Background: an optimization exercise with open tools, aiming at small area, a short achievable clock period and few clock cycles per item. Do not read the settings as production practice.
No run shown here included a check of the RTL's function; only the layout flow was run.

==> flow/design.v, too long to show whole: its modules and the start of the top module <==
// module ysyx_041461_MUL: 1473 lines
module ysyx_041461_MUL(
    input  wire   [0:0]  clk             ,
    input  wire   [0:0]  rst             ,
    input  wire   [0:0]  MUL_valid_in    ,
    input  wire   [1:0]  MUL_signed      ,
    input  wire   [63:0] MUL_multiplicand,
    input  wire   [63:0] MUL_multiplier  ,
    output wire   [0:0]  MUL_valid_out   ,
    output wire   [63:0] MUL_result_hi   ,
    output wire   [63:0] MUL_result_lo
);
  // ...
==> flow/run.sh <==
#!/bin/bash
# synth_recipe.tcl (not shown) runs the flow's synth.tcl, then flattens the netlist and writes it again
# the make line also repeats each setting of config.mk as NAME=value (left out here)
make -C /OpenROAD-flow-scripts/flow DESIGN_CONFIG=/design/flow/config.mk WORK_HOME=/design/flow/orfs CLKGATE_MAP_FILE= SYNTH_SCRIPT=/design/flow/synth_recipe.tcl finish
==> flow/config.mk <==
export PLATFORM = sky130hd
export DESIGN_NAME = ysyx_041461_MUL
export DESIGN_NICKNAME = ysyx_041461_MUL
export VERILOG_FILES = /design/flow/design.v
export SDC_FILE = /design/flow/constraint.sdc
export NUM_CORES = 4
export LEC_CHECK = 0
export ABC_CLOCK_PERIOD_IN_PS = 1500
export CAP_MARGIN = 20
export CELL_PAD_IN_SITES_DETAIL_PLACEMENT = 1
export CELL_PAD_IN_SITES_GLOBAL_PLACEMENT = 2
export CORE_MARGIN = 2
export CORE_UTILIZATION = 55
export SETUP_SLACK_MARGIN = 5
export SLEW_MARGIN = 20
==> flow/constraint.sdc <==
create_clock -name core_clock -period 8.0 [get_ports {clk}]
set_input_delay 1.6000 -clock core_clock [delete_from_list [all_inputs] [get_ports {clk}]]
set_output_delay 1.6000 -clock core_clock [all_outputs]
set_load 0.01 [all_outputs]
==> summary.md, run 1 <==
| Metric | Value |
|---|---|
| CTS HTree Levels | 2 |
| Cell-by-cell trace of the critical path | ha_2 -> a21o_1 -> o21bai_1 -> a2111oi_1 -> a2bb2oi_1 -> nor3_4 -> nor3_2 -> nand3b_4 -> a41oi_2 -> xnor2_1 |
| Top class by area | multi-input combinational cells |
| PortBufs | 261 |
| Leading area contributor after synthesis | dfxtp_1 |
| Status | finished clean |
| Max Clock Freq | 319 MHz |
| Final hold vios | 0 |
| Wire per inst | between 20 and 30 µm |
| Crit. End Element | register |
| Vias per cell | 6.01 |
| Simple logic cell fraction of the synthesized area | 0.0773 |
| Setup slack, reg-to-reg | 4.87 ns |
| Post-synth top cells | inv_1 (402), dfxtp_1 (360), fa_1 (257) |
| Setup TNS Final | 0 ns |
| Met3 Use GR | 0.0683 |
| Routed Wire Length | 96.1 mm |
| RSZ-0062 raised after global routing | true |
| Reg area | 0.00822 mm² |
| Longest Clk Path Bufs | 3 |
| Synth Area in XOR/XNOR | 0.107 |
| CP Class | reg2reg |
| Routability-driven placement congestion ratio | 0.916 |
==> run 2: changes to the inputs <==
--- a/flow/config.mk
+++ b/flow/config.mk
@@ -10,6 +10,6 @@
 export CELL_PAD_IN_SITES_DETAIL_PLACEMENT = 1
 export CELL_PAD_IN_SITES_GLOBAL_PLACEMENT = 2
 export CORE_MARGIN = 2
-export CORE_UTILIZATION = 55
+export CORE_UTILIZATION = 30
 export SETUP_SLACK_MARGIN = 5
 export SLEW_MARGIN = 20
==> run 2 against run 1 <==
  * Still clean on timing, DRC and antenna
  * Cell count increased by 14%
  * Global-route usage down 15 points
  * Utilization is 29 points lower
  * Clock skew increased by 0.025 ns
  * Worst setup slack gained 0.17 ns
  * Die area is 82% higher
  * Synthesized cell count unchanged
  * Wire length grew 1.4%
  * Sequential share of layout area decreased by 0.82 points
  * Count of clock-buffer cells in the layout increased by 3
  * Cell area rose by 3.2%
  * Non-clock buffer count increased by 7
  * Largest cell class unchanged
==> summary.md, run 2 <==
| Metric | Value |
|---|---|
| Count leader, synth | inv_1 (unchanged) |
| Status | finished clean (unchanged) |
| Ys async rst share | 0.0909 (unchanged) |
| Wire per inst | 23.4 µm (was 26.4 µm) |
| Finished Layout Cells | 4,167 (was 3,640) |
| GR Util All Layers | 0.211 (was 0.361) |
| CTS tree | built (unchanged) |
| Nets | 3,425 (was 3,413) |
| Slew Limit Headroom | 0.344 (was 0.402) |
| Max Cap Viol | 0 (unchanged) |
| Setup slack, reg-to-reg | 5.04 ns (was 4.87 ns) |
| Yosys cell types | 73 (unchanged) |
| Dominant cells by area after synthesis | dfxtp_1 (27%), fa_1 (19%), a22oi_1 (7.1%), xor2_1 (6.3%), inv_1 (5.6%) (unchanged) |
| Initial antenna violation count | 3 (unchanged) |
| Tcrit/Tclk final | 0.371 (was 0.392) |
| CP Data Required Time | 8.59 ns (was 8.55 ns) |
| Core area | 0.0896 mm² (was 0.0487 mm²) |
| DR iter-0 viols | 1,122 (was 1,750) |
| First-pass GRT wire length | 149 mm (was 140 mm) |
| Slew at the pin closest to its max-slew limit | 0.984 ns (was 0.897 ns) |
| Pre-CTS WS | 4.11 ns (was 4.23 ns) |
| Worst skew pair latency | 0.67 ns (was 0.62 ns) |
| Hpwl dp | 72.3 mm (was 65.9 mm) |
| Largest net degree at the start of global routing | 79 (unchanged) |
| DP Cell Count | 4,022 (was 3,507) |
| Final Max Slew Viols | 0 (unchanged) |
| Crit path arrival time | 3.56 ns (was 3.68 ns) |
| PortBufs | 261 (unchanged) |
| Biggest regs | C (75), S (75), hi (66) (unchanged) |
| Syn Inst Count | 2,853 (unchanged) |
| Synth warn | 1 (unchanged) |
| Hold-fix buffers at CTS | 0 (unchanged) |
| Crit. End Element | register (unchanged) |
| Clock Sinks | 396 (unchanged) |
| Die Width | 304 µm (was 226 µm) |
| Io pins | 262 (unchanged) |
| Dpl cell area | 0.0299 mm² (was 0.0292 mm²) |
| Hold WS | 0.348 ns (was 0.354 ns) |
| Startpoint type of the worst setup path | register (unchanged) |
| Synthesized area per cell | 9.48 µm² (unchanged) |
| Routed vias | 20.6k (was 21.9k) |
| Antenna-violating nets left | 0 (unchanged) |
| Seq cells post-synth | 396 (unchanged) |
| Endpoints failing setup | 0 (unchanged) |
| Crit-path max FO | 7 (was 8) |
| Clock Pin Slew Worst Setup and Hold Paths | 0.06 ns (about the same) |
| Post-synth EDFFs | 0 (unchanged) |
| Row count | 110 (was 81) |
| Leading area contributor after synthesis | dfxtp_1 (unchanged) |
| Main synth FF type | dfxtp_1 (unchanged) |
| Share of layout cells above drive strength 1 | 0.121 (was 0.112) |
| Clock Tree Root | clkbuf_16 (unchanged) |
| Number of global-route vias before repair | 23.1k (was 23.7k) |
| Most frequent cells in the layout | inv_1 (398), dfxtp_1 (345), a22oi_1 (256) (was inv_1 (398), dfxtp_1 (345), a22oi_1 (255)) |
| RSZ-0062 raised after global routing | true (unchanged) |
| Filler instances | 9,948 (was 5,271) |
| Worst hold-check path type | reg2reg (unchanged) |
| Total CTS buffers | 52 (was 47) |
| Area grow syn2layout | 21.7% (was 17.9%) |
| Setup TNS Final | 0 ns (unchanged) |
| Commonest non-fill, non-tap cell in the layout | inv_1 (unchanged) |
| Longest Clk Path Bufs | 3 (unchanged) |
| Final hold vios | 0 (unchanged) |
| Drc violations | 0 (unchanged) |
| Post-synth top cells | inv_1 (402), dfxtp_1 (360), fa_1 (257) (unchanged) |
| Initial cell density of the core | 0.302 (was 0.555) |
| DR pass1 iterations | 5 (was 7) |
| Max Clock Skew | 0.0441 ns (was 0.0190 ns) |
| Syn_nets | 3,329 (unchanged) |
| Cell area after layout | 0.0329 mm² (was 0.0319 mm²) |
| Sequential fraction of the synthesis area | 0.301 (unchanged) |
| CP Class | reg2reg (unchanged) |
| Die ar. | 0.0925 mm² (was 0.0509 mm²) |
| Vias per cell | 4.94 (was 6.01) |
| Die Span Y | 304 µm (was 226 µm) |
| Routed Wire Length | 97.5 mm (was 96.1 mm) |
| Min Tclk post-route | 2.96 ns (was 3.13 ns) |
| Final setup margin | 5.04 ns (was 4.87 ns) |
| Max Clock Freq | 337 MHz (was 319 MHz) |
| Routability-driven placement congestion ratio | 0.830 (was 0.916) |
| Gr ovfl total | 0 (unchanged) |
| Mapped cell area | 0.0270 mm² (unchanged) |
| Synth top area share | 0.267 (unchanged) |
| CTS HTree Levels | 2 (unchanged) |
==> run 2: cell counts after synthesis <==
Identical to the previous run, type by type.
==> run 2: layout make-up <==
type	count	area, µm²	share of cell area
well taps	1176	1470	0.0447
inverters	402	1510	0.0459
flip-flops and latches	396	8210	0.250
multi-input cells	1776	16800	0.511
repair buffers	321	3140	0.0956
clock buffers	69	1460	0.0442
clock inverters	25	290	0.00882
diodes	2	5.00	0.000152
==> run 2: kinds of logic after synthesis <==
group	synth area share
compound gates	0.155
buf+inv	0.105
flops	0.301
xor+xnor	0.107
fa+ha+maj	0.230
mux	0.0250
simple gates	0.0773
==> run 2: final timing paths <==
kind	from	endpoint	cells past startpoint
hold reg to reg	ph[2]	ph[3]	0
hold / removal	ph[2]	ph[3]	0
setup reg to reg	C[0]	hi[50]	12
max in group asynchronous	rst[0]	sel_two1[0]	3
min in group asynchronous	rst[0]	ph[8]	3
setup / recovery	C[0]	hi[50]	12
==> run 2: metrics by stage <==
stage / utilization
2_1_floorplan: -
3_3_place_gp: 0.334
3_5_place_dp: 0.334
4_1_cts: 0.361
5_1_grt: 0.367
6_report: 0.367
==> run 2: repair_timing <==
action                     CTS  global route
buffers inserted            19            26
pin swaps                   30            36
resized for setup          271            78
setup endpoints to repair  295            90
cloned                       4             0
==> run 2: critical path, cell delays in order (launching register included) <==
cell,delay [ns]
dfxtp_2,0.34
ha_4,0.15
inv_2,0.04
fa_2,0.34
nor2b_2,0.14
o31a_1,0.17
o31a_1,0.30
a21oi_4,0.15
o2111ai_4,0.27
and2_4,0.24
a31oi_4,0.19
o41ai_2,0.38
xor2_1,0.17
==> run 2: routing by layer <==
metal	up-vias	global-route usage	wire, µm
met5	-	0	13
met4	2	0.0715	2960
met3	137	0.0290	4280
met2	544	0.368	48400
met1	10498	0.266	41800
li1	9408	-	-
==> run 3: changes to the inputs <==
--- a/flow/config.mk
+++ b/flow/config.mk
@@ -5,7 +5,7 @@
 export SDC_FILE = /design/flow/constraint.sdc
 export NUM_CORES = 4
 export LEC_CHECK = 0
-export ABC_CLOCK_PERIOD_IN_PS = 1500
+export ABC_CLOCK_PERIOD_IN_PS = 600
 export CAP_MARGIN = 20
 export CELL_PAD_IN_SITES_DETAIL_PLACEMENT = 1
 export CELL_PAD_IN_SITES_GLOBAL_PLACEMENT = 2
@@ -13,3 +13,4 @@
 export CORE_UTILIZATION = 30
 export SETUP_SLACK_MARGIN = 5
 export SLEW_MARGIN = 20
+export SYNTH_HIERARCHICAL = 0
==> run 3 against run 2 <==
  * Worst hold slack did not move
  * Cell count unchanged
  * Utilization did not move
  * Critical path type unchanged
  * Critical endpoint unchanged
==> summary.md, run 3 <==
| Metric | Value |
|---|---|
| Row count | 110 (unchanged) |
| Metal1 wirelength | 41.8 mm (unchanged) |
| Filler instances | 9,948 (unchanged) |
| Slew at the pin closest to its max-slew limit | 0.984 ns (unchanged) |
| Clock Pin Slew Worst Setup and Hold Paths | 0.06 ns (about the same) |
| Crit-path max FO | 7 (unchanged) |
| Die ar. | 0.0925 mm² (unchanged) |
| Syn_nets | 3,329 (unchanged) |
| Startpoint type of the worst setup path | register (unchanged) |
| Leading area contributor after synthesis | dfxtp_1 (unchanged) |
| Crit. End Element | register (unchanged) |
| Slowest CP cell | o41ai_2 (unchanged) |
| Setup TNS Final | 0 ns (unchanged) |
| Core area | 0.0896 mm² (unchanged) |
| DR iter-0 viols | 1,122 (unchanged) |
| Nets | 3,425 (unchanged) |
| CTS tree | built (unchanged) |
| Share of layout cells above drive strength 1 | 0.121 (unchanged) |
| Area grow syn2layout | 21.7% (unchanged) |
| GR Util All Layers | 0.211 (unchanged) |
| Routed length on met2 | 48.4 mm (unchanged) |
| Tcrit/Tclk final | 0.371 (unchanged) |
| Main synth FF type | dfxtp_1 (unchanged) |
| Yosys cell types | 73 (unchanged) |
| Area of the multi-input gates | 0.0168 mm² (unchanged) |
| Sequential fraction of the synthesis area | 0.301 (unchanged) |
| RSZ-0062 raised after global routing | true (unchanged) |
| CTS HTree Levels | 2 (unchanged) |
| Initial cell density of the core | 0.302 (unchanged) |
| Worst skew pair latency | 0.67 ns (about the same) |
| Longest Clk Path Bufs | 3 (unchanged) |
| Drc violations | 0 (unchanged) |
| Gr ovfl total | 0 (unchanged) |
| Ys async rst share | 0.0909 (unchanged) |
| Die Span Y | 304 µm (unchanged) |
| Most frequent cells in the layout | inv_1 (398), dfxtp_1 (345), a22oi_1 (256) (unchanged) |
| Number of global-route vias before repair | 23.1k (unchanged) |
| Synth warn | 1 (unchanged) |
| CP Class | reg2reg (unchanged) |
| Die Width | 304 µm (unchanged) |
| Post-synth top cells | inv_1 (402), dfxtp_1 (360), fa_1 (257) (unchanged) |
| Endpoints failing setup | 0 (unchanged) |
| Reg area | 0.00821 mm² (unchanged) |
| Worst hold-check path type | reg2reg (unchanged) |
| Max Clock Skew | 0.0441 ns (unchanged) |
| Metal3 WL | 4.28 mm (unchanged) |
| Commonest non-fill, non-tap cell in the layout | inv_1 (unchanged) |
| Routed vias | 20.6k (unchanged) |
| WP buf/inv | 1 (unchanged) |
| Initial antenna violation count | 3 (unchanged) |
| Post-synth EDFFs | 0 (unchanged) |
| Clock Tree Root | clkbuf_16 (unchanged) |
| Final hold vios | 0 (unchanged) |
| Cell-by-cell trace of the critical path | ha_4 -> inv_2 -> fa_2 -> nor2b_2 -> o31a_1 -> o31a_1 -> a21oi_4 -> o2111ai_4 -> and2_4 -> a31oi_4 -> o41ai_2 -> xor2_1 (unchanged) |
| Clock Sinks | 396 (unchanged) |
| Antenna-violating nets left | 0 (unchanged) |
| Vias per cell | 4.94 (unchanged) |
| Slew Limit Headroom | 0.344 (unchanged) |
| Mapped cell area | 0.0270 mm² (unchanged) |
| PortBufs | 261 (unchanged) |
| Routability-driven placement congestion ratio | 0.830 (unchanged) |
| Crit path arrival time | 3.56 ns (about the same) |
| Post-layout util | 0.367 (unchanged) |
| Max Clock Freq | 337 MHz (unchanged) |
| Setup slack, reg-to-reg | 5.04 ns (about the same) |
| Final Max Slew Viols | 0 (unchanged) |
| Total CTS buffers | 52 (unchanged) |
| Most common cell on crit path | o31a_1 (unchanged) |
| Seq cells post-synth | 396 (unchanged) |
| DR pass1 iterations | 5 (unchanged) |
| DR top layer | met5 (unchanged) |
| Io pins | 262 (unchanged) |
| Status | finished clean (unchanged) |
| Wire per inst | 23.4 µm (unchanged) |
| Hold-fix buffers at CTS | 0 (unchanged) |
| Cell family with most CP delay | compound AO/OA/AOI/OAI gates (unchanged) |
| Synth top area share | 0.267 (unchanged) |
| Syn Inst Count | 2,853 (unchanged) |
| Routed Wire Length | 97.5 mm (unchanged) |
| First-pass GRT wire length | 149 mm (unchanged) |
| CP Data Required Time | 8.59 ns (about the same) |
| Largest stage delay, worst path | 0.38 ns (about the same) |
| Synthesized area per cell | 9.48 µm² (unchanged) |
| Biggest regs | C (75), S (75), hi (66) (unchanged) |
| Largest net degree at the start of global routing | 79 (unchanged) |
| Min Tclk post-route | 2.96 ns (unchanged) |
| Dominant cells by area after synthesis | dfxtp_1 (27%), fa_1 (19%), a22oi_1 (7.1%), xor2_1 (6.3%), inv_1 (5.6%) (unchanged) |
| Count leader, synth | inv_1 (unchanged) |
| Hpwl dp | 72.3 mm (unchanged) |
| Max Cap Viol | 0 (unchanged) |
## run 3: cell counts in the layout (fill, tap and decap cells not counted)
Identical to the previous run, type by type.
## run 3: through the flow
stage	setup slack [ns]	hold WS (ns)	cells	instance area, µm²
floorplan	5.11	0.329	2853	27000
global placement	4.20	0.337	4021	29900
CTS	4.91	0.350	4139	32300
global route	4.89	0.365	4165	32900
finish	5.04	0.348	4167	32900
detailed placement	4.11	0.336	4022	29900
## run 3: cell families (layout without fill, tap and decap cells)
logic type                 count (synthesis)  after routing  share of synthesized area
buffers and inverters                    682            817                      0.105
AOI/OAI and AO/OA                        622            622                      0.155
and+or+nand+nor                          418            419                     0.0773
DFF                                      396            396                      0.301
adders and majority gates                343            343                      0.230
xor gates and xnor gates                 331            331                      0.107
muxes                                     61             61                     0.0250
other                                      0              2                          0
## run 3: timing repair
action	4_1_cts	5_1_grt
setup buffers	19	26
setup endpoints to repair	295	90
pin swaps	30	36
resized for setup	271	78
gates cloned	4	0
## run 3: path summary, 6_finish.rpt
path	startpoint	to	cells after the start
worst max-delay path	C[0]	hi[50]	12
worst min-delay path	ph[2]	ph[3]	0
worst max register to register	C[0]	hi[50]	12
worst min register to register	ph[2]	ph[3]	0
max in group asynchronous	rst[0]	sel_two1[0]	3
min in group asynchronous	rst[0]	ph[8]	3
## run 3: final cells by class
type / instances / share of cell area
diodes: 2 / 0.000152
inverters: 402 / 0.0459
well taps: 1176 / 0.0447
clock inverters: 25 / 0.00882
clock buffers: 69 / 0.0442
repair buffers: 321 / 0.0956
flip-flops and latches: 396 / 0.250
multi-input cells: 1776 / 0.511
## run 3: routing by layer
| layer | global-route usage | vias to the layer above |
|---|---|---|
| li1 | - | 9408 |
| met1 | 0.266 | 10498 |
| met2 | 0.368 | 544 |
| met3 | 0.0290 | 137 |
| met4 | 0.0715 | 2 |
| met5 | 0 | - |
